Background: an optimization exercise with open tools, aiming at small area. Do not read the settings as production practice. Function was checked by simulation only, so behaviour that the tests miss may differ from the original. Power and IR drop assume default switching activity.

[run.sh]
#!/bin/bash
# synth_recipe.tcl (not shown) runs the flow's synth.tcl, then flattens the netlist and writes it again
# the make line also repeats each setting of config.mk as NAME=value (left out here)
make -C /OpenROAD-flow-scripts/flow DESIGN_CONFIG=/design/flow/config.mk WORK_HOME=/design/flow/orfs CLKGATE_MAP_FILE= SYNTH_SCRIPT=/design/flow/synth_recipe.tcl finish
[config.mk]
export PLATFORM = sky130hd
export DESIGN_NAME = packet_data
export DESIGN_NICKNAME = packet_data
export VERILOG_FILES = /design/flow/design.v
export SDC_FILE = /design/flow/constraint.sdc
export NUM_CORES = 4
export LEC_CHECK = 0
export CAP_MARGIN = 20
export CORE_MARGIN = 2
export CORE_UTILIZATION = 40
export SLEW_MARGIN = 20
[constraint.sdc]
create_clock -name core_clock -period 10.0 [get_ports {clk}]
set_input_delay 2.0000 -clock core_clock [delete_from_list [all_inputs] [get_ports {clk}]]
set_output_delay 2.0000 -clock core_clock [all_outputs]
set_load 0.01 [all_outputs]
[design.v]
`timescale 1ns / 1ps
module packet_data #(
    parameter data_width = 8,
    parameter depth = 32
)(
    input wire clk,
    input wire rst,
    input wire [data_width-1:0] s_axis_data,  
    input wire s_axis_valid,
    output reg s_axis_ready,
    input wire s_axis_last,
    input wire [data_width + data_width - 1 : 0] packet_config,
    output reg [data_width-1 : 0] m_axis_data,
    output reg m_axis_valid,
    input wire m_axis_ready,
    output reg m_axis_last,
    output  full,
    output  empty
);
    reg [data_width-1:0] mem_1 [depth-1:0];
    reg [data_width-1:0] mem_2 [depth-1:0];
    reg mem_3 [depth-1:0];
    reg [data_width-1:0] wr_ptr;
    reg [data_width-1:0] rd_ptr;
    reg [data_width:0] wr_ptr2;
    reg m_tvalid;
    assign full = (wr_ptr == depth)?1:0;
    assign empty = (wr_ptr == 0)?1:0;
    wire [data_width-1:0] k;
    wire [data_width-1:0] len;
    assign {k,len} = packet_config ;
    wire [data_width-1:0] result;
    reg [data_width - 1:0] pipe1, pipe2, pipe3;
    integer i;
     always@(posedge clk) begin
       if(rst) begin
         s_axis_ready <= 0;
       end else begin
         s_axis_ready <= 1;
       end
     end
    always @(posedge clk) begin
        if (rst) begin
             wr_ptr <= 0;
             m_tvalid <= 0;
             for(i = 0; i < depth; i = i + 1)
             begin
               mem_1[i] <= 0;
               mem_2[i] <= 0;
               mem_3[i] <= 0;
             end
        end else begin
            if (s_axis_valid && s_axis_ready && ~full) begin
                mem_1[wr_ptr] <= s_axis_data;
                mem_3[wr_ptr] <= s_axis_last;  
                m_tvalid <= s_axis_valid;  
               if (wr_ptr > len - 1 - k) begin
                  mem_2[wr_ptr2] <= s_axis_data;
                  wr_ptr2 <= wr_ptr2 + 1;
                   pipe1 <= result;
                   pipe2 <= pipe1;
                   pipe3 <= pipe2;
                end else begin
                    wr_ptr2 <= 0;
                end
                wr_ptr <= wr_ptr + 1;
            end
            if (s_axis_last) begin
                wr_ptr <= 0;
                m_tvalid <= 0;
            end
        end
    end
    always @(posedge clk ) begin
        if (rst) begin
            m_axis_data <= 8'd0;
            m_axis_valid <= 0;
            m_axis_last <= 0;
            rd_ptr <= 0;
        end else begin
            if (m_axis_ready && ~empty) begin
                if (rd_ptr < depth) begin
                m_axis_data <=   result;
                m_axis_valid <=  1'b1;                
                m_axis_last <= mem_3[rd_ptr];
                rd_ptr <= rd_ptr + 1;
                if (rd_ptr == len - 1) begin               
                    rd_ptr <= 0;
                end
            end else begin
                m_axis_valid <= 0;
                m_axis_data  <= 0;
            end
        end
    end
 end
  assign result = mem_1[rd_ptr] + mem_2[rd_ptr];
endmodule
==> flow_metrics.env, run 1 <==
export IMPL_status="no timing/DRC/antenna violations"
export IMPL_slew_headroom_pct=20.93
export IMPL_hold_viol=0
export IMPL_grt_use_total_pct=22.12
export IMPL_grt_pass1_wl_mm=120.5
export IMPL_final_area_sq_um=31790
export IMPL_rows=97
export IMPL_path_max_fanout=92
export IMPL_clkTransAtPathRegs_ps=60
export IMPL_max_freq_mhz=136.0
export IMPL_dieArea_sq_um=73380
export IMPL_grt_max_degree=107
export IMPL_setup_viol=0
export IMPL_ys_types=52
export IMPL_combPwrFrac_pct=6.7
export IMPL_start_kind="primary input"
export IMPL_power_density_nw_per_um2=167.6
export IMPL_clockPowerShare_pct=41.2
export IMPL_cts_root_to_sink_buffers=3
export IMPL_cts_root_buf="clkbuf_16"
export IMPL_htree_levels=2
export IMPL_fin_cells=3077
export IMPL_core_sq_um=70270
export IMPL_critical_path_class="primary input to register"
export IMPL_end_kind="register"
export IMPL_drt_first_pass_iters=5
export IMPL_maxCapViolCount=0
export IMPL_swShare_pct=22.77
export IMPL_yosys_area_top_type="edfxtp_1"
export IMPL_drt_total_wl_mm=81.43
export IMPL_fin_crit_ps=7353
export IMPL_ys_async_sr_fraction_pct=0
export IMPL_grt_pass1_vias=17920
export IMPL_overflow=0
export IMPL_drive_gt1_share_pct=16.90
export IMPL_tritoncts="done"
export IMPL_antenna_found_initial=2
export IMPL_leakage_nw=10.48
export IMPL_initial_utilization_pct=40.54
export IMPL_vias=18130
export IMPL_dp_cells=2967
export IMPL_dieHeight_microns=270.9
export IMPL_io_pins=42
export IMPL_synthCells=2106
export IMPL_seq_power_share_pct=52.0
export IMPL_drt_antenna_violating_nets=0
export IMPL_synth_nets=2178
export IMPL_irDropWorstVdd_mv=0.1281
export IMPL_synth_area_leaders="edfxtp_1, mux4_2, and2_1, nor4_1, dfxtp_1"
export IMPL_post_cts_resized=0
export IMPL_io_buffers=41
export IMPL_wl_per_cell_microns=26.47
export IMPL_ys_ff_latch=581
export IMPL_avgSynthCellArea_sq_um=13.53
export IMPL_fillers=6152
export IMPL_finalCritPeriodShare_pct=73.53
export IMPL_area_growth_syn_to_layout_pct=11.57
export IMPL_setup_ws_ps=2647
export IMPL_die_w_microns=270.9
export IMPL_clock_latency_ps=640
export IMPL_pre_cts_slack_ps=2125
export IMPL_via_per_inst=5.891
export IMPL_cts_sinks=581
export IMPL_gp_congestion=0.8563
export IMPL_drtIter0Drc=2062
export IMPL_dp_hpwl_mm=51.03
export IMPL_ys_flop_type="edfxtp_1"
export IMPL_min_path_type="register to register"
export IMPL_seq_area_frac_synth_pct=60.11
export IMPL_critPathArrivalTime_ps=7740
export IMPL_post_cts_buffers=0
export IMPL_p_switching_mw=1.213
export IMPL_fin_nets=2162
export IMPL_dpl_cell_area_sq_um=29870
export IMPL_drc=0
export IMPL_tightest_slew_ps=1178
export IMPL_intPower_mw=4.114
export IMPL_rsz0062_at_grt="no"
export IMPL_cts_buffers_inserted=59
export IMPL_synth_top_cell_area_share_pct=57.87
export IMPL_synth_enable_flop_cells=549
export IMPL_cts_hold_buf=0
export IMPL_post_synth_instance_area_sq_um=28490
export IMPL_fin_skew_ps=39.13
export IMPL_maxSlewViolCount=0
export IMPL_fin_setup_tns_ps=0
export IMPL_worst_ep_required_time_ps=10380
export IMPL_ys_warn_count=1
==> worst paths after layout <==
| check | slack, ps | startpoint | to | cells after the start |
|---|---|---|---|---|
| setup / recovery | 2650 | packet_config[0] | mem_2[18][4] | 17 |
| hold / removal | 510 | m_axis_data[7] | m_axis_data[7] | 2 |
| setup reg to reg | 5330 | register | m_axis_data[6] | 13 |
| hold reg to reg | 510 | m_axis_data[7] | m_axis_data[7] | 2 |
==> sequential cells by signal, indices dropped and copies added (netlist names), named ones only <==
signal / flops
m_axis_valid: 1
mem_3: 32
m_axis_data: 8
wr_ptr2: 5
mem_1: 256
s_axis_ready: 1
rd_ptr: 8
m_axis_last: 1
wr_ptr: 8
mem_2: 256
==> power groups by stage <==
stage	clock network (mW)	registers, mW	logic, mW
after floorplan	0	2.81	0.213
after global placement	0	2.82	0.350
after detailed placement	0	2.82	0.355
after CTS	2.23	2.77	0.357
after global routing	2.31	2.78	0.382
final	2.20	2.77	0.359
==> per-layer routing <==
layer | track usage [%] | routed length, microns | vias up
li1 | - | - | 7931
met1 | 31.42 | 34530 | 9214
met2 | 34.27 | 37530 | 849
met3 | 4.731 | 7240 | 132
met4 | 6.339 | 2124 | 2
met5 | 0 | 13 | -
==> cells in the mapped netlist, types with 2 or more instances <==
library cell and n:
a21oi_1 14, o21ai_0 62, nand2b_1 4, buf_6 5, mux2_2 14, mux4_2 152, mux2i_1 13, nand3b_1 5
o22ai_1 8, a21o_1 5, edfxtp_1 549, buf_2 38, or4_1 5, or3_1 23, nor2_1 157, and3_1 14
nor4_1 132, buf_1 16, nor3b_1 3, and2_1 293, nand2_1 64, o21bai_1 2, xnor2_1 26, nor3_1 46
nor2b_1 6, clkbuf_1 144, nand3_1 89, xor2_1 42, fa_1 2, a22oi_1 9, or2_2 6, nand4_1 33
ha_1 41, nor4_2 2, or2_1 7, inv_1 28, dfxtp_1 32
==> cell families (layout without fill, tap and decap cells) <==
family	Yosys count	in the layout	synth area share, %
buf+inv	232	262	3.364
other cells	0	1	0
compound gates	110	110	2.231
xor+xnor	68	68	2.090
flops	581	581	60.11
fa+ha+maj	43	43	1.941
mux	179	179	13.03
simple gates	893	893	17.23
==> stage by stage <==
stage | total power, mW | utilization [%] | hold slack [ps]
6_report | 5.327 | 45.23 | 512.8
5_1_grt | 5.476 | 45.23 | 540.4
4_1_cts | 5.355 | 45.20 | 512.0
3_5_place_dp | 3.179 | 42.50 | 503.4
3_3_place_gp | 3.169 | 42.49 | 473.8
2_1_floorplan | 3.020 | - | 482.3
==> layout make-up <==
class	instances	area [sq um]	area share, %
clock buffers	74	1625	5.113
multi-input cells	1293	10430	32.82
diodes	1	2.502	0.007873
well taps	940	1176	3.700
flip-flops and latches	581	17140	53.91
inverters	29	111.4	0.3503
repair buffers	126	1037	3.263
clock inverters	33	266.5	0.8385
==> layout by cell type (no fill, tap or decap), types with 54 or more instances in the layout <==
master,count
edfxtp_1,549
and2_1,293
nor2_1,157
mux4_2,152
nor4_1,132
nand3_1,89
buf_4,81
nand2_1,63
clkbuf_16,61
o21ai_0,54
==> worst max-delay path, cell delays in order <==
cell and delay, ps:
clkdlybuf4s50_1 470, nor3_1 520, nand2_1 140, xnor2_1 260, ha_1 340, a21oi_1 150, nand2_1 60, a21o_1 180
o21ai_0 510, nand3_1 160, ha_1 300, nor4_1 320, nand3_1 170, nor4_1 760, nand2_4 390, buf_4 540
nor4_1 460
==> inputs of run 2 (changes only) <==
==> design.v (replaced) <==
`timescale 1ns / 1ps
module packet_data #(
    parameter data_width = 8,
    parameter depth = 32
)(
    input wire clk,
    input wire rst,
    input wire [data_width-1:0] s_axis_data,
    input wire s_axis_valid,
    output reg s_axis_ready,
    input wire s_axis_last,
    input wire [data_width + data_width - 1 : 0] packet_config,
    output reg [data_width-1 : 0] m_axis_data,
    output reg m_axis_valid,
    input wire m_axis_ready,
    output reg m_axis_last,
    output  full,
    output  empty
);
    wire [7:0] k   = packet_config[15:8];
    wire [7:0] len = packet_config[7:0];
    reg [7:0] mem_1 [0:31];
    reg [7:0] mem_2 [0:30];
    reg       mem_3 [0:31];
    reg [5:0] wr_ptr;
    reg [4:0] wr_ptr2;
    reg [5:0] rd_ptr;
    assign full  = wr_ptr[5];
    assign empty = (wr_ptr == 6'd0);
    wire beat = s_axis_valid & s_axis_ready & ~wr_ptr[5];
    wire [8:0] t = {1'b0, len} + {1'b0, ~k};
    wire hit = t[8] & (t[7:5] == 3'd0) & (wr_ptr[4:0] > t[4:0]);
    always @(posedge clk) begin
        s_axis_ready <= ~rst;
    end
    always @(posedge clk) begin
        if (rst) begin
            wr_ptr <= 6'd0;
        end else if (s_axis_last) begin
            wr_ptr <= 6'd0;
        end else if (beat) begin
            wr_ptr <= wr_ptr + 6'd1;
        end
    end
    always @(posedge clk) begin
        if (!rst && beat) begin
            if (hit) wr_ptr2 <= wr_ptr2 + 5'd1;
            else     wr_ptr2 <= 5'd0;
        end
    end
    wire [7:0] wdata = rst ? 8'd0 : s_axis_data;
    wire       wlast = ~rst & s_axis_last;
    genvar g;
    generate
        for (g = 0; g < 32; g = g + 1) begin : w1
            always @(posedge clk) begin
                if (rst | (beat & (wr_ptr[4:0] == g))) begin
                    mem_1[g] <= wdata;
                    mem_3[g] <= wlast;
                end
            end
        end
        for (g = 0; g < 31; g = g + 1) begin : w2
            always @(posedge clk) begin
                if (rst | (beat & hit & (wr_ptr2 == g))) begin
                    mem_2[g] <= wdata;
                end
            end
        end
    endgenerate
    wire [4:0] ra = rd_ptr[4:0];
    reg [7:0] rd1, rd2;
    reg       rd3;
    integer i;
    always @(*) begin
        rd1 = 8'd0;
        rd2 = 8'd0;
        rd3 = 1'b0;
        for (i = 0; i < 32; i = i + 1) begin
            rd1 = rd1 | (mem_1[i] & {8{ra == i}});
            rd3 = rd3 | (mem_3[i] & (ra == i));
        end
        for (i = 0; i < 31; i = i + 1) begin
            rd2 = rd2 | (mem_2[i] & {8{ra == i}});
        end
    end
    wire [5:0] rd_inc = rd_ptr + 6'd1;
    always @(posedge clk) begin
        if (rst) begin
            m_axis_data  <= 8'd0;
            m_axis_valid <= 1'b0;
            m_axis_last  <= 1'b0;
            rd_ptr       <= 6'd0;
        end else if (m_axis_ready && !empty) begin
            if (!rd_ptr[5]) begin
                m_axis_data  <= rd1 + rd2;
                m_axis_valid <= 1'b1;
                m_axis_last  <= rd3;
                rd_ptr       <= (len == {2'b00, rd_inc}) ? 6'd0 : rd_inc;
            end else begin
                m_axis_valid <= 1'b0;
                m_axis_data  <= 8'd0;
            end
        end
    end
endmodule
==> run 2 against run 1 <==
Against the previous run: via count decreased by 16%; sequential share of layout area increased by 9.6 points; routed wire length increased by 0.35%; register-to-register slack got worse by 1100 ps; critical endpoint is now mem_2[7][5]; combinational power decreased by 22%.
==> flow_metrics.env, run 2 <==
export IMPL_status="no timing/DRC/antenna violations"
export IMPL_ys_async_sr_fraction_pct=0
export IMPL_antenna_found_initial=2
export IMPL_critPathArrivalTime_ps=6000
export IMPL_htree_levels=2
export IMPL_cts_root_to_sink_buffers=3
export IMPL_via_per_inst=6.494
export IMPL_slew_headroom_pct=23.87
export IMPL_clock_latency_ps=630
export IMPL_setup_viol=0
export IMPL_finalCritPeriodShare_pct=57.76
export IMPL_tritoncts="done"
export IMPL_dpl_cell_area_sq_um=24430
export IMPL_synth_common_cells="edfxtp_1, a22oi_1, nand2_1"
export IMPL_most_common_layout_cells="edfxtp_1, a22oi_1, nand2_1, nor2_1, buf_4"
export IMPL_hp_start="m_axis_valid"
export IMPL_seq_area_frac_synth_pct=73.65
export IMPL_drtIter0Drc=2576
export IMPL_fin_crit_ps=5776
export IMPL_maxSlewViolCount=0
export IMPL_fin_util_pct=46.79
export IMPL_fin_cells=2337
export IMPL_pre_cts_slack_ps=3502
export IMPL_cts_sinks=564
export IMPL_initial_utilization_pct=40.31
export IMPL_cts_root_buf="clkbuf_16"
export IMPL_core_sq_um=56280
export IMPL_synth_most_common_cell="edfxtp_1"
export IMPL_ys_warn_count=4
export IMPL_critical_path_class="primary input to register"
export IMPL_grt_use_total_pct=27.46
export IMPL_drive_gt1_share_pct=14.63
export IMPL_dieHeight_microns=242.1
export IMPL_worst_ep_required_time_ps=10230
export IMPL_avgSynthCellArea_sq_um=15.65
export IMPL_final_common_cell="edfxtp_1"
export IMPL_hold_end="m_axis_valid"
export IMPL_fin_setup_tns_ps=0
export IMPL_fillers=4829
export IMPL_path_max_fanout=36
export IMPL_grt_pass1_wl_mm=113.2
export IMPL_synthCells=1449
export IMPL_synth_area_leaders="edfxtp_1, a22oi_1, ha_1, dfxtp_1, a221oi_1"
export IMPL_drt_first_pass_iters=6
export IMPL_yosys_area_top_type="edfxtp_1"
export IMPL_die_w_microns=242.1
export IMPL_end_kind="register"
export IMPL_power_density_nw_per_um2=201.8
export IMPL_wl_per_cell_microns=34.97
export IMPL_rr_worst_depth=15
export IMPL_rsz0062_at_grt="no"
export IMPL_fin_skew_ps=30.80
export IMPL_hold_viol=0
export IMPL_synth_top_cell_area_share_pct=71.62
export IMPL_post_cts_resized=0
export IMPL_dieArea_sq_um=58630
export IMPL_irDropWorstVdd_mv=0.1489
export IMPL_start_kind="primary input"
export IMPL_cts_hold_buf=0
export IMPL_max_freq_mhz=173.1
export IMPL_ys_flop_type="edfxtp_1"
export IMPL_ff2ff_setup_slack_ps=4230
export IMPL_min_path_type="register to register"
export IMPL_rows=87
export IMPL_post_synth_instance_area_sq_um=22680
export IMPL_ys_ff_latch=564
export IMPL_regArea_sq_um=16710
export IMPL_ys_types=76
export IMPL_drt_total_wl_mm=81.72
export IMPL_io_buffers=41
export IMPL_drt_antenna_violating_nets=0
export IMPL_dp_hpwl_mm=52.98
export IMPL_grt_pass1_vias=14350
export IMPL_holdPathStages=2
export IMPL_clkTransAtPathRegs_ps=60
export IMPL_dp_cells=2229
export IMPL_post_cts_buffers=0
export IMPL_setup_ws_ps=4224
export IMPL_largestRegisters="mem_1 x256, mem_2 x248, mem_3 x32"
export IMPL_grt_max_degree=64
export IMPL_overflow=0
export IMPL_timing_rr_start="rd_ptr[2]"
export IMPL_reg2reg_to="m_axis_data[6]"
export IMPL_drc=0
export IMPL_top_register="mem_1"
export IMPL_final_area_sq_um=26330
export IMPL_p_total_mw=5.315
export IMPL_synth_nets=1517
export IMPL_synth_enable_flop_cells=541
export IMPL_largest_register_ffs=256
export IMPL_multi_input_comb_area_sq_um=5767
export IMPL_leakage_nw=8.814
export IMPL_cts_buffers_inserted=57
export IMPL_gp_congestion=0.9962
export IMPL_fin_nets=1600
export IMPL_io_pins=42
export IMPL_area_growth_syn_to_layout_pct=16.10
export IMPL_vias=15180
export IMPL_maxCapViolCount=0
export IMPL_tightest_slew_ps=1142
export IMPL_finalHoldWorstSlack_ps=455.5
[run 2: per-layer routing]
metal / global-route usage [%] / up-vias / share of wire, %
met3: 8.364 / 241 / 14
met2: 40.00 / 1290 / 43
met4: 11.64 / 2 / 4.8
li1: - / 6022 / -
met1: 38.18 / 7622 / 38
met5: 0 / - / 0.016
[run 2: logic make-up (layout without fill, tap and decap cells)]
group | count (synthesis) | after routing | synth area share (%)
compound gates | 346 | 346 | 11.72
fa+ha+maj | 39 | 39 | 2.217
buf+inv | 122 | 252 | 2.361
flops | 564 | 564 | 73.65
xor+xnor | 18 | 18 | 0.6950
simple gates | 316 | 316 | 7.154
other cells | 0 | 2 | 0
mux | 44 | 44 | 2.206
[run 2: worst max path at each step]
stage          cells after the start  slack [ps]           end        startpoint
3_5_place_dp                      14        3500  mem_2[19][1]  packet_config[0]
5_1_grt                           14        3990   mem_2[7][7]  packet_config[0]
4_1_cts                           14        4160  mem_2[19][1]  packet_config[0]
2_1_floorplan                     14        4320  mem_2[10][0]  packet_config[8]
3_3_place_gp                      14        3700  mem_2[19][3]  packet_config[0]
6_report                          14        4220   mem_2[7][5]  packet_config[0]
[run 2: area by class of cell]
| type | count | area share, % |
|---|---|---|
| flip-flops and latches | 564 | 63.46 |
| repair buffers | 105 | 3.364 |
| clock buffers | 69 | 5.626 |
| inverters | 41 | 0.5844 |
| well taps | 756 | 3.592 |
| diodes | 2 | 0.01901 |
| clock inverters | 37 | 1.454 |
| multi-input cells | 763 | 21.90 |
[run 2: worst max-delay path: stages]
cell             delay (ps)
clkdlybuf4s50_1         520
ha_1                    180
inv_1                    50
fa_1                    400
nor2b_1                 120
o21ai_0                 100
a21oi_1                 190
nand2b_1                120
ha_1                    230
and4_1                  180
a221oi_1                330
o211ai_1                140
buf_4                   330
o41ai_2                1030
[run 2: power by group]
part           total [mW]  switching [mW]  internal, mW
Clock                2.17           0.933          1.24
Combinational       0.279           0.202        0.0771
Sequential           2.87          0.0746          2.79
Total                5.31            1.21          4.11

[what the ideal ports hide]
The flow's constraints put no driver on any port. The routed layouts listed below were extracted and timed again, unchanged, in two steps. Step 1 assumes that a clkbuf_16 drives the clock port and a buf_2 every other input. Step 2 times the ports against the registers' clock, not the clock port: input delays grow and output delays shrink by t, the midpoint of the rising clock arrivals with the driver on. a / b / c = ideal ports / drivers / drivers and shift; a / b = the first two.
run | t, ns | slack for setup (ns) | worst setup path at the end | worst slew at a driven data input, ns | cell pins on the clock port's net
run 1 | 0.689 | 2.647 / 2.688 / 1.999 | input to register | 0.04 | 1
run 2 | 0.676 | 4.224 / 4.232 / 3.586 | input to register | 0.05 | 1
After both steps every run listed still meets setup and hold. The setup slack of run 1, which loses most, moves by +0.041 ns with the drivers and by -0.648 ns with both steps.
